What follows belongs to an exercise in optimizing a design on an open flow for small area, a short achievable clock period and few clock cycles per item; a production flow would make more cautious choices.
RTL that was checked went through simulation tests only; none was proved equivalent to the original.
No activity file was given, so power comes from the tool's default toggle rates.

== red ==
==> flow/design.v <==
module non_rest #(parameter n=16, s=16) (output wire [s-1:0] QUOTIENT, REMAINDER, output wire done,
    input wire [n-1:0] x, y, input wire clk, reset, start);
    reg [15:0] Q, R, M;    
    reg [3:0]  cnt;        
    reg        fin;
    assign QUOTIENT  = Q;
    assign REMAINDER = R;
    assign done      = fin;
    wire        busy = |cnt;
    wire [16:0] T    = {R, Q[15]};
    wire [17:0] D    = {1'b0, T} - {2'b0, M};
    wire        qb   = ~D[17];
    wire y_le1 = ~|y[15:1];
    wire q0    = y_le1 & (~y[0] | x[15]);
    wire r0    = x[15] & ~(y_le1 & y[0]);
    wire c8 = |y[15:8];
    wire c4 = |y[15:4];
    always @(posedge clk, posedge reset)
        if (reset) begin
            cnt <= 4'd0; fin <= 1'b0;
        end else if (start) begin
            if (c8) begin cnt <= 4'd8; fin <= 1'b0; end
            else if (c4) begin cnt <= 4'd12; fin <= 1'b0; end
            else begin cnt <= 4'd15; fin <= 1'b0; end
        end else if (busy) begin
            cnt <= cnt - 4'd1;
            if (cnt == 4'd1) fin <= 1'b1;
        end
    always @(posedge clk)
        if (start) begin
            if (c8) begin R <= {8'd0, x[15:8]}; Q <= {x[7:0], 8'd0}; end
            else if (c4) begin R <= {12'd0, x[15:12]}; Q <= {x[11:0], 4'd0}; end
            else begin R <= {15'd0, r0}; Q <= {x[14:0], q0}; end
        end else if (busy) begin
            R <= qb ? D[15:0] : T[15:0];
            Q <= {Q[14:0], qb};
        end
    always @(posedge clk)
        if (!busy) M <= y;
endmodule
==> flow/config.mk <==
export PLATFORM = sky130hd
export DESIGN_NAME = non_rest
export DESIGN_NICKNAME = non_rest
export VERILOG_FILES = /design/flow/design.v
export SDC_FILE = /design/flow/constraint.sdc
export NUM_CORES = 4
export LEC_CHECK = 0
export CAP_MARGIN = 20
export CORE_MARGIN = 2
export CORE_UTILIZATION = 40
export SETUP_SLACK_MARGIN = 3.5
export SLEW_MARGIN = 20
==> flow/constraint.sdc <==
create_clock -name core_clock -period 6.0 [get_ports {clk}]
set_input_delay 1.2000 -clock core_clock [delete_from_list [all_inputs] [get_ports {clk}]]
set_output_delay 1.2000 -clock core_clock [all_outputs]
set_load 0.01 [all_outputs]
standard.sh (not shown) runs the stock make flow with config.mk's settings and CLKGATE_MAP_FILE= SYNTH_SCRIPT=/design/flow/synth_recipe.tcl, a recipe that flattens the netlist after the stock synthesis.
==> flow/flow/run.sh <==
#!/bin/bash
# Standard layout, with the port buffers made from buf_1 cells instead of the
# default choice; the resizer still upsizes any of them that timing needs.
set -euo pipefail
bash standard.sh "BUFFER_PORTS_ARGS=-buffer_cell sky130_fd_sc_hd__buf_1" finish > orfs_make.log 2>&1
Testbench counts of red, summed over its fixed seeds: cycles 19,649, divisions 1,600.
The following lists how blue was set up differently from red:
==> flow/design.v <==
module non_rest #(parameter n=16, s=16) (output wire [s-1:0] QUOTIENT, REMAINDER, output wire done,
    input wire [n-1:0] x, y, input wire clk, reset, start);
    reg [15:0] Q, R, M;    
    reg [17:0] M3;         
    reg [2:0]  cnt;        
    reg        fin;
    assign QUOTIENT  = Q;
    assign REMAINDER = R;
    assign done      = fin;
    wire busy = |cnt;
    wire [17:0] U  = {R, Q[15:14]};
    wire [18:0] D1 = {1'b0, U} - {3'd0, M};
    wire [18:0] D2 = {1'b0, U} - {2'd0, M, 1'b0};
    wire [18:0] D3 = {1'b0, U} - {1'b0, M3};
    wire ge1 = ~D1[18], ge2 = ~D2[18], ge3 = ~D3[18];
    wire [1:0]  qd = ge3 ? 2'd3 : ge2 ? 2'd2 : ge1 ? 2'd1 : 2'd0;
    wire [15:0] rn = ge3 ? D3[15:0] : ge2 ? D2[15:0] : ge1 ? D1[15:0] : U[15:0];
    wire       ysm = ~|y[15:2];
    wire [2:0] t1  = {2'd0, x[15]};
    wire       a1  = ysm & (t1 >= {1'b0, y[1:0]});
    wire [1:0] r1  = a1 ? t1[1:0] - y[1:0] : t1[1:0];
    wire [2:0] t2  = {r1, x[14]};
    wire       a2  = ysm & (t2 >= {1'b0, y[1:0]});
    wire [1:0] r2  = a2 ? t2[1:0] - y[1:0] : t2[1:0];
    wire c12 = |y[15:12];
    wire c8  = |y[15:8];
    wire c4  = |y[15:4];
    always @(posedge clk, posedge reset)
        if (reset) begin
            cnt <= 3'd0; fin <= 1'b0;
        end else if (start) begin
            cnt <= c12 ? 3'd2 : c8 ? 3'd4 : c4 ? 3'd6 : 3'd7;
            fin <= 1'b0;
        end else if (busy) begin
            cnt <= cnt - 3'd1;
            if (cnt == 3'd1) fin <= 1'b1;
        end
    always @(posedge clk)
        if (start) begin
            M  <= y;
            M3 <= {2'd0, y} + {1'b0, y, 1'b0};
            if (c12)     begin R <= {4'd0, x[15:4]};   Q <= {x[3:0], 12'd0};  end
            else if (c8) begin R <= {8'd0, x[15:8]};   Q <= {x[7:0], 8'd0};   end
            else if (c4) begin R <= {12'd0, x[15:12]}; Q <= {x[11:0], 4'd0};  end
            else         begin R <= {14'd0, r2};       Q <= {x[13:0], a1, a2}; end
        end else if (busy) begin
            R <= rn;
            Q <= {Q[13:0], qd};
        end
endmodule
==> notes.md <==
In blue the mean post-synth cell area turned out about 14% lower than in red. Looking at proportion of cell area spent on the clock network, blue sits above red. Flops: blue more than red. When blue is set beside red, its multiplexer share of the synthesized area turns out to be 5.1 points smaller. blue against red: standard-cell row count higher, critical path depth higher, share of the clock period used by the worst path higher. Note that the total design power recorded for red amounts to 0.39 times the value seen in blue. The critical path startpoint comes out R[1] in one run and x[15] in the other, namely in red and blue respectively. Summary of blue over red: met1 capacity usage during global routing now larger, via count of the first global-routing pass increased by 3998 relative to the old numbers. NOTE power drawn by the sequential cells red->blue increased by more than a quarter.
For blue, only the layout was checked, not whether the RTL still works.

========
== lagoon ==
Another version of the RTL of non_rest (not shown whole).
Size: roughly 360 cells after synthesis, about 53 flip-flops, ~68 I/O pins, ~3700 µm² of cells after synthesis.
==> module non_rest, before the edit <==
module non_rest #(parameter n=16, s=16) (output wire [s-1:0] QUOTIENT, REMAINDER, output wire done,
    input wire [n-1:0] x, y, input wire clk, reset, start);
    localparam K  = 1;
    localparam LD = 1;
    localparam S1 = 8;     
    localparam S2 = 4;     
    reg [15:0] Q, R, M;    
    reg [3:0]  cnt;        
    reg        fin;
    assign QUOTIENT  = Q;
    assign REMAINDER = R;
    assign done      = fin;
    wire busy = |cnt;
    reg [15:0] sr, sq;
    reg [16:0] st;
    reg [17:0] sd;
    integer j;
    always @* begin
        sr = R; sq = Q;
        for (j = 0; j < K; j = j + 1) begin
            st = {sr, sq[15]};
            sd = {1'b0, st} - {2'b0, M};
            sr = sd[17] ? st[15:0] : sd[15:0];
            sq = {sq[14:0], ~sd[17]};
        end
    end
    wire            ysmall = ~|y[15:LD];
    reg  [LD-1:0]   lr, lq;
    reg  [LD:0]     lt;
    integer i;
    always @* begin
        lr = 0; lq = 0;
        for (i = LD-1; i >= 0; i = i - 1) begin
            lt = {lr, x[16-LD+i]};
            lq[i] = ysmall && (lt >= {1'b0, y[LD-1:0]});
            lr = lq[i] ? lt - {1'b0, y[LD-1:0]} : lt;
        end
    end
    wire u1 = (S1 > 0) && (y >= (17'd1 << S1));
    wire u2 = (S2 > 0) && !u1 && (y >= (17'd1 << S2));
    wire [31:0] xs1 = {16'd0, x} << S1;
    wire [31:0] xs2 = {16'd0, x} << S2;
    always @(posedge clk, posedge reset)
        if (reset) begin
            cnt <= 4'd0; fin <= 1'b0;
        end else if (start) begin
            cnt <= u1 ? (16 - S1) / K : u2 ? (16 - S2) / K : (16 - LD) / K;
            fin <= 1'b0;
        end else if (busy) begin
            cnt <= cnt - 4'd1;
            if (cnt == 4'd1) fin <= 1'b1;
        end
    always @(posedge clk)
        if (start) begin
            M <= y;
            if (u1)      begin R <= xs1[31:16]; Q <= xs1[15:0]; end
            else if (u2) begin R <= xs2[31:16]; Q <= xs2[15:0]; end
            else         begin R <= {{(16-LD){1'b0}}, lr}; Q <= {x[15-LD:0], lq}; end
        end else if (busy) begin
            R <= sr;
            Q <= sq;
        end
endmodule
make LEC_CHECK=0 CAP_MARGIN=20 CORE_MARGIN=2 CORE_UTILIZATION=40 SETUP_SLACK_MARGIN=3.5 SLEW_MARGIN=20 finish   # period 6.0 ns
run.sh (not shown) runs the stock make flow with config.mk's settings and CLKGATE_MAP_FILE= SYNTH_SCRIPT=/design/flow/synth_recipe.tcl, a recipe that flattens the netlist after the stock synthesis.
Stock flow here: none of the scripts above is used.
The flow did not stop early for lagoon: all stages ran, and the layout cleared the timing, DRC and antenna checks.
Relative to lagoon, the following input files were edited for delta:
--- a/flow/design.v
+++ b/flow/design.v
@@ -1,6 +1,6 @@
 module non_rest #(parameter n=16, s=16) (output wire [s-1:0] QUOTIENT, REMAINDER, output wire done,
     input wire [n-1:0] x, y, input wire clk, reset, start);
-    localparam K  = 1;
-    localparam LD = 1;
+    localparam K  = 2;
+    localparam LD = 2;
     localparam S1 = 8;     
     localparam S2 = 4;     
==> comparison <==
- Least setup slack across all paths after layout, lagoon and delta: smaller value in delta
- In delta relative to lagoon, synthesized instance count had gone up by more than a quarter.
- lagoon -> delta: number of tap cells added at floorplan increased by more than a quarter
- Between lagoon and delta, the final non-filler cell total is higher for delta.
- Compared with lagoon, delta degrades total power.
- Sort lagoon and delta by share of total power in combinational logic desc -> top: delta
No functional check of the RTL was part of any run of this note.

========
non_rest with an RTL version that a note above also has.
For scale: roughly 330 cells after synthesis, ~53 flip-flops.
==> module non_rest, before the edit <==
module non_rest #(parameter n=16, s=16) (output wire [s-1:0] QUOTIENT, REMAINDER, output wire done,
    input wire [n-1:0] x, y, input wire clk, reset, start);
    reg [15:0] Q, R, M;    
    reg [3:0]  cnt;        
    reg        fin;
    assign QUOTIENT  = Q;
    assign REMAINDER = R;
    assign done      = fin;
    wire        busy = |cnt;
    wire [16:0] T    = {R, Q[15]};
    wire [17:0] D    = {1'b0, T} - {2'b0, M};
    wire        qb   = ~D[17];
    wire y_le1 = ~|y[15:1];
    wire q0    = y_le1 & (~y[0] | x[15]);
    wire r0    = x[15] & ~(y_le1 & y[0]);
    wire c8 = |y[15:8];
    wire c4 = |y[15:4];
    always @(posedge clk, posedge reset)
        if (reset) begin
            cnt <= 4'd0; fin <= 1'b0;
        end else if (start) begin
            if (c8) begin cnt <= 4'd8; fin <= 1'b0; end
            else if (c4) begin cnt <= 4'd12; fin <= 1'b0; end
            else begin cnt <= 4'd15; fin <= 1'b0; end
        end else if (busy) begin
            cnt <= cnt - 4'd1;
            if (cnt == 4'd1) fin <= 1'b1;
        end
    always @(posedge clk)
        if (start) begin
            if (c8) begin R <= {8'd0, x[15:8]}; Q <= {x[7:0], 8'd0}; end
            else if (c4) begin R <= {12'd0, x[15:12]}; Q <= {x[11:0], 4'd0}; end
            else begin R <= {15'd0, r0}; Q <= {x[14:0], q0}; end
        end else if (busy) begin
            R <= qb ? D[15:0] : T[15:0];
            Q <= {Q[14:0], qb};
        end
    always @(posedge clk)
        if (!busy) M <= y;
endmodule
export LEC_CHECK = 0
export CAP_MARGIN = 20
export CORE_MARGIN = 2
export CORE_UTILIZATION = 50
export SETUP_SLACK_MARGIN = 3.5
export SLEW_MARGIN = 20
create_clock -name core_clock -period 6.0 [get_ports {clk}]
standard.sh (not shown) runs the stock make flow with config.mk's settings and CLKGATE_MAP_FILE= SYNTH_SCRIPT=/design/flow/synth_recipe.tcl, a recipe that flattens the netlist after the stock synthesis.
Scripts as last shown in full above: flow/flow/run.sh
The first run ran to the end with no violations.
Testbench counts at the start, summed over its fixed seeds: cycles 19,649, divisions 1,600.
Rerun with:
--- a/flow/design.v
+++ b/flow/design.v
@@ -10,28 +10,31 @@
     wire [16:0] T    = {R, Q[15]};
     wire [17:0] D    = {1'b0, T} - {2'b0, M};
     wire        qb   = ~D[17];
     wire y_le1 = ~|y[15:1];
     wire q0    = y_le1 & (~y[0] | x[15]);
     wire r0    = x[15] & ~(y_le1 & y[0]);
+    wire c12 = |y[15:12];
     wire c8 = |y[15:8];
     wire c4 = |y[15:4];
     always @(posedge clk, posedge reset)
         if (reset) begin
             cnt <= 4'd0; fin <= 1'b0;
         end else if (start) begin
-            if (c8) begin cnt <= 4'd8; fin <= 1'b0; end
+            if (c12) begin cnt <= 4'd4; fin <= 1'b0; end
+            else if (c8) begin cnt <= 4'd8; fin <= 1'b0; end
             else if (c4) begin cnt <= 4'd12; fin <= 1'b0; end
             else begin cnt <= 4'd15; fin <= 1'b0; end
         end else if (busy) begin
             cnt <= cnt - 4'd1;
             if (cnt == 4'd1) fin <= 1'b1;
         end
     always @(posedge clk)
         if (start) begin
-            if (c8) begin R <= {8'd0, x[15:8]}; Q <= {x[7:0], 8'd0}; end
+            if (c12) begin R <= {4'd0, x[15:4]}; Q <= {x[3:0], 12'd0}; end
+            else if (c8) begin R <= {8'd0, x[15:8]}; Q <= {x[7:0], 8'd0}; end
             else if (c4) begin R <= {12'd0, x[15:12]}; Q <= {x[11:0], 4'd0}; end
             else begin R <= {15'd0, r0}; Q <= {x[14:0], q0}; end
         end else if (busy) begin
             R <= qb ? D[15:0] : T[15:0];
             Q <= {Q[14:0], qb};
         end
Result:
- cell count rises by a few percent
- worst setup slack got worse by 59 ps
- cell area rises by a few percent
- worst hold slack improved by 9.4 ps
- fmax falls by a few percent
- clock power rises by about a fifth
Testbench counts after the change, summed over its fixed seeds: cycles 18,501, divisions 1,600.

========
non_rest, a different RTL version from the one above (not shown whole).
Size: roughly 53 flip-flops, about 68 I/O pins.
==> module non_rest, before the edit <==
module non_rest #(parameter n=16, s=16) (output wire [s-1:0] QUOTIENT, REMAINDER, output wire done,
    input wire [n-1:0] x, y, input wire clk, reset, start);
    reg [15:0] Q, R, M;    
    reg [3:0]  cnt;        
    reg        fin;
    assign QUOTIENT  = Q;
    assign REMAINDER = R;
    assign done      = fin;
    wire        busy = |cnt;
    wire [16:0] T    = {R, Q[15]};
    wire [17:0] D    = {1'b0, T} - {2'b0, M};
    wire        qb   = ~D[17];
    wire y_le1 = ~|y[15:1];
    wire q0    = y_le1 & (~y[0] | x[15]);
    wire r0    = x[15] & ~(y_le1 & y[0]);
    wire c12 = |y[15:12];
    wire c8 = |y[15:8];
    wire c4 = |y[15:4];
    always @(posedge clk, posedge reset)
        if (reset) begin
            cnt <= 4'd0; fin <= 1'b0;
        end else if (start) begin
            if (c12) begin cnt <= 4'd4; fin <= 1'b0; end
            else if (c8) begin cnt <= 4'd8; fin <= 1'b0; end
            else if (c4) begin cnt <= 4'd12; fin <= 1'b0; end
            else begin cnt <= 4'd15; fin <= 1'b0; end
        end else if (busy) begin
            cnt <= cnt - 4'd1;
            if (cnt == 4'd1) fin <= 1'b1;
        end
    always @(posedge clk)
        if (start) begin
            M <= y;
            if (c12) begin R <= {4'd0, x[15:4]}; Q <= {x[3:0], 12'd0}; end
            else if (c8) begin R <= {8'd0, x[15:8]}; Q <= {x[7:0], 8'd0}; end
            else if (c4) begin R <= {12'd0, x[15:12]}; Q <= {x[11:0], 4'd0}; end
            else begin R <= {15'd0, r0}; Q <= {x[14:0], q0}; end
        end else if (busy) begin
            R <= qb ? D[15:0] : T[15:0];
            Q <= {Q[14:0], qb};
        end
endmodule
==> flow/config.mk <==
export PLATFORM = sky130hd
export DESIGN_NAME = non_rest
export DESIGN_NICKNAME = non_rest
export VERILOG_FILES = /design/flow/design.v
export SDC_FILE = /design/flow/constraint.sdc
export NUM_CORES = 4
export LEC_CHECK = 0
export CAP_MARGIN = 20
export CORE_MARGIN = 2
export CORE_UTILIZATION = 40
export SETUP_SLACK_MARGIN = 3.5
export SLEW_MARGIN = 20
==> flow/constraint.sdc <==
create_clock -name core_clock -period 6.0 [get_ports {clk}]
set_input_delay 1.2000 -clock core_clock [delete_from_list [all_inputs] [get_ports {clk}]]
set_output_delay 1.2000 -clock core_clock [all_outputs]
set_load 0.01 [all_outputs]
Scripts as last shown in full above: flow/flow/run.sh
The first run finished clean.
Then changed:
==> flow/design.v (replaced) <==
module non_rest #(parameter n=16, s=16) (output wire [s-1:0] QUOTIENT, REMAINDER, output wire done,
    input wire [n-1:0] x, y, input wire clk, reset, start);
    reg [15:0] Q, R, M;
    reg [3:0]  cnt;
    reg        fin;
    assign QUOTIENT  = Q;
    assign REMAINDER = R;
    assign done      = fin;
    wire        busy = |cnt;
    wire [16:0] T    = {R, Q[15]};
    wire [17:0] D    = {1'b0, T} - {2'b0, M};
    wire        qb   = ~D[17];
    wire y_le1 = ~|y[15:1];
    wire q0    = y_le1 & (~y[0] | x[15]);
    wire r0    = x[15] & ~(y_le1 & y[0]);
    always @(posedge clk, posedge reset)
        if (reset) begin
            cnt <= 4'd0; fin <= 1'b0;
        end else if (start) begin
            cnt <= 4'd15; fin <= 1'b0;
        end else if (busy) begin
            cnt <= cnt - 4'd1;
            if (cnt == 4'd1) fin <= 1'b1;
        end
    always @(posedge clk)
        if (start) begin
            M <= y;
            R <= {15'd0, r0};
            Q <= {x[14:0], q0};
        end else if (busy) begin
            R <= qb ? D[15:0] : T[15:0];
            Q <= {Q[14:0], qb};
        end
endmodule
Result: Via count falls by 5.9%; cell area falls by 9.6%; synthesized cell count stays the same; power falls by 40%; worst setup slack gets better by 0.15 ns.
No run of this note included a check of the RTL's function; only the layout flow was run.

## afterwards: timing with drivers on the ports
Ports are ideal in the flow. The routed layouts listed here were re-timed in OpenROAD. Step 1 sets driving cells, clkbuf_16 on the clock port and buf_2 on the other inputs (assumed; they add their load-dependent delay and slew). Step 2 also shifts input and output timing later by t, the mid clock arrival at the registers, as if the neighbouring blocks saw the same clock. Three values: ideal ports, drivers, drivers and shift; two values: the first two.
| run | t, ns | setup WS [ns] | worst setup path after step 2 | worst register clock-pin slew, ns |
|---|---|---|---|---|
| red | 0.343 | 3.557 / 3.557 / 3.283 | input to register | 0.10 / 0.10 |
| blue | 0.374 | 2.409 / 2.400 / 2.026 | input to register | 0.06 / 0.06 |
| lagoon | 0.335 | 3.506 / 3.495 / 3.196 | input to register | 0.11 / 0.11 |
| delta | 0.346 | 1.334 / 1.334 / 1.334 | register to register | 0.11 / 0.11 |
| the first run of note 3 | 0.337 | 3.582 / 3.582 / 3.265 | input to register | 0.10 / 0.10 |
| the second run of note 3 | 0.328 | 3.522 / 3.533 / 3.206 | input to register | 0.10 / 0.10 |
| the first run of note 4 | 0.341 | 3.480 / 3.492 / 3.152 | input to register | 0.11 / 0.11 |
| the second run of note 4 | 0.337 | 3.635 / 3.635 / 3.354 | input to register | 0.10 / 0.10 |
After both steps setup and hold are still met in every run listed. The setup slack of blue, which loses most, moves by -0.009 ns with the drivers and by -0.383 ns with both steps.
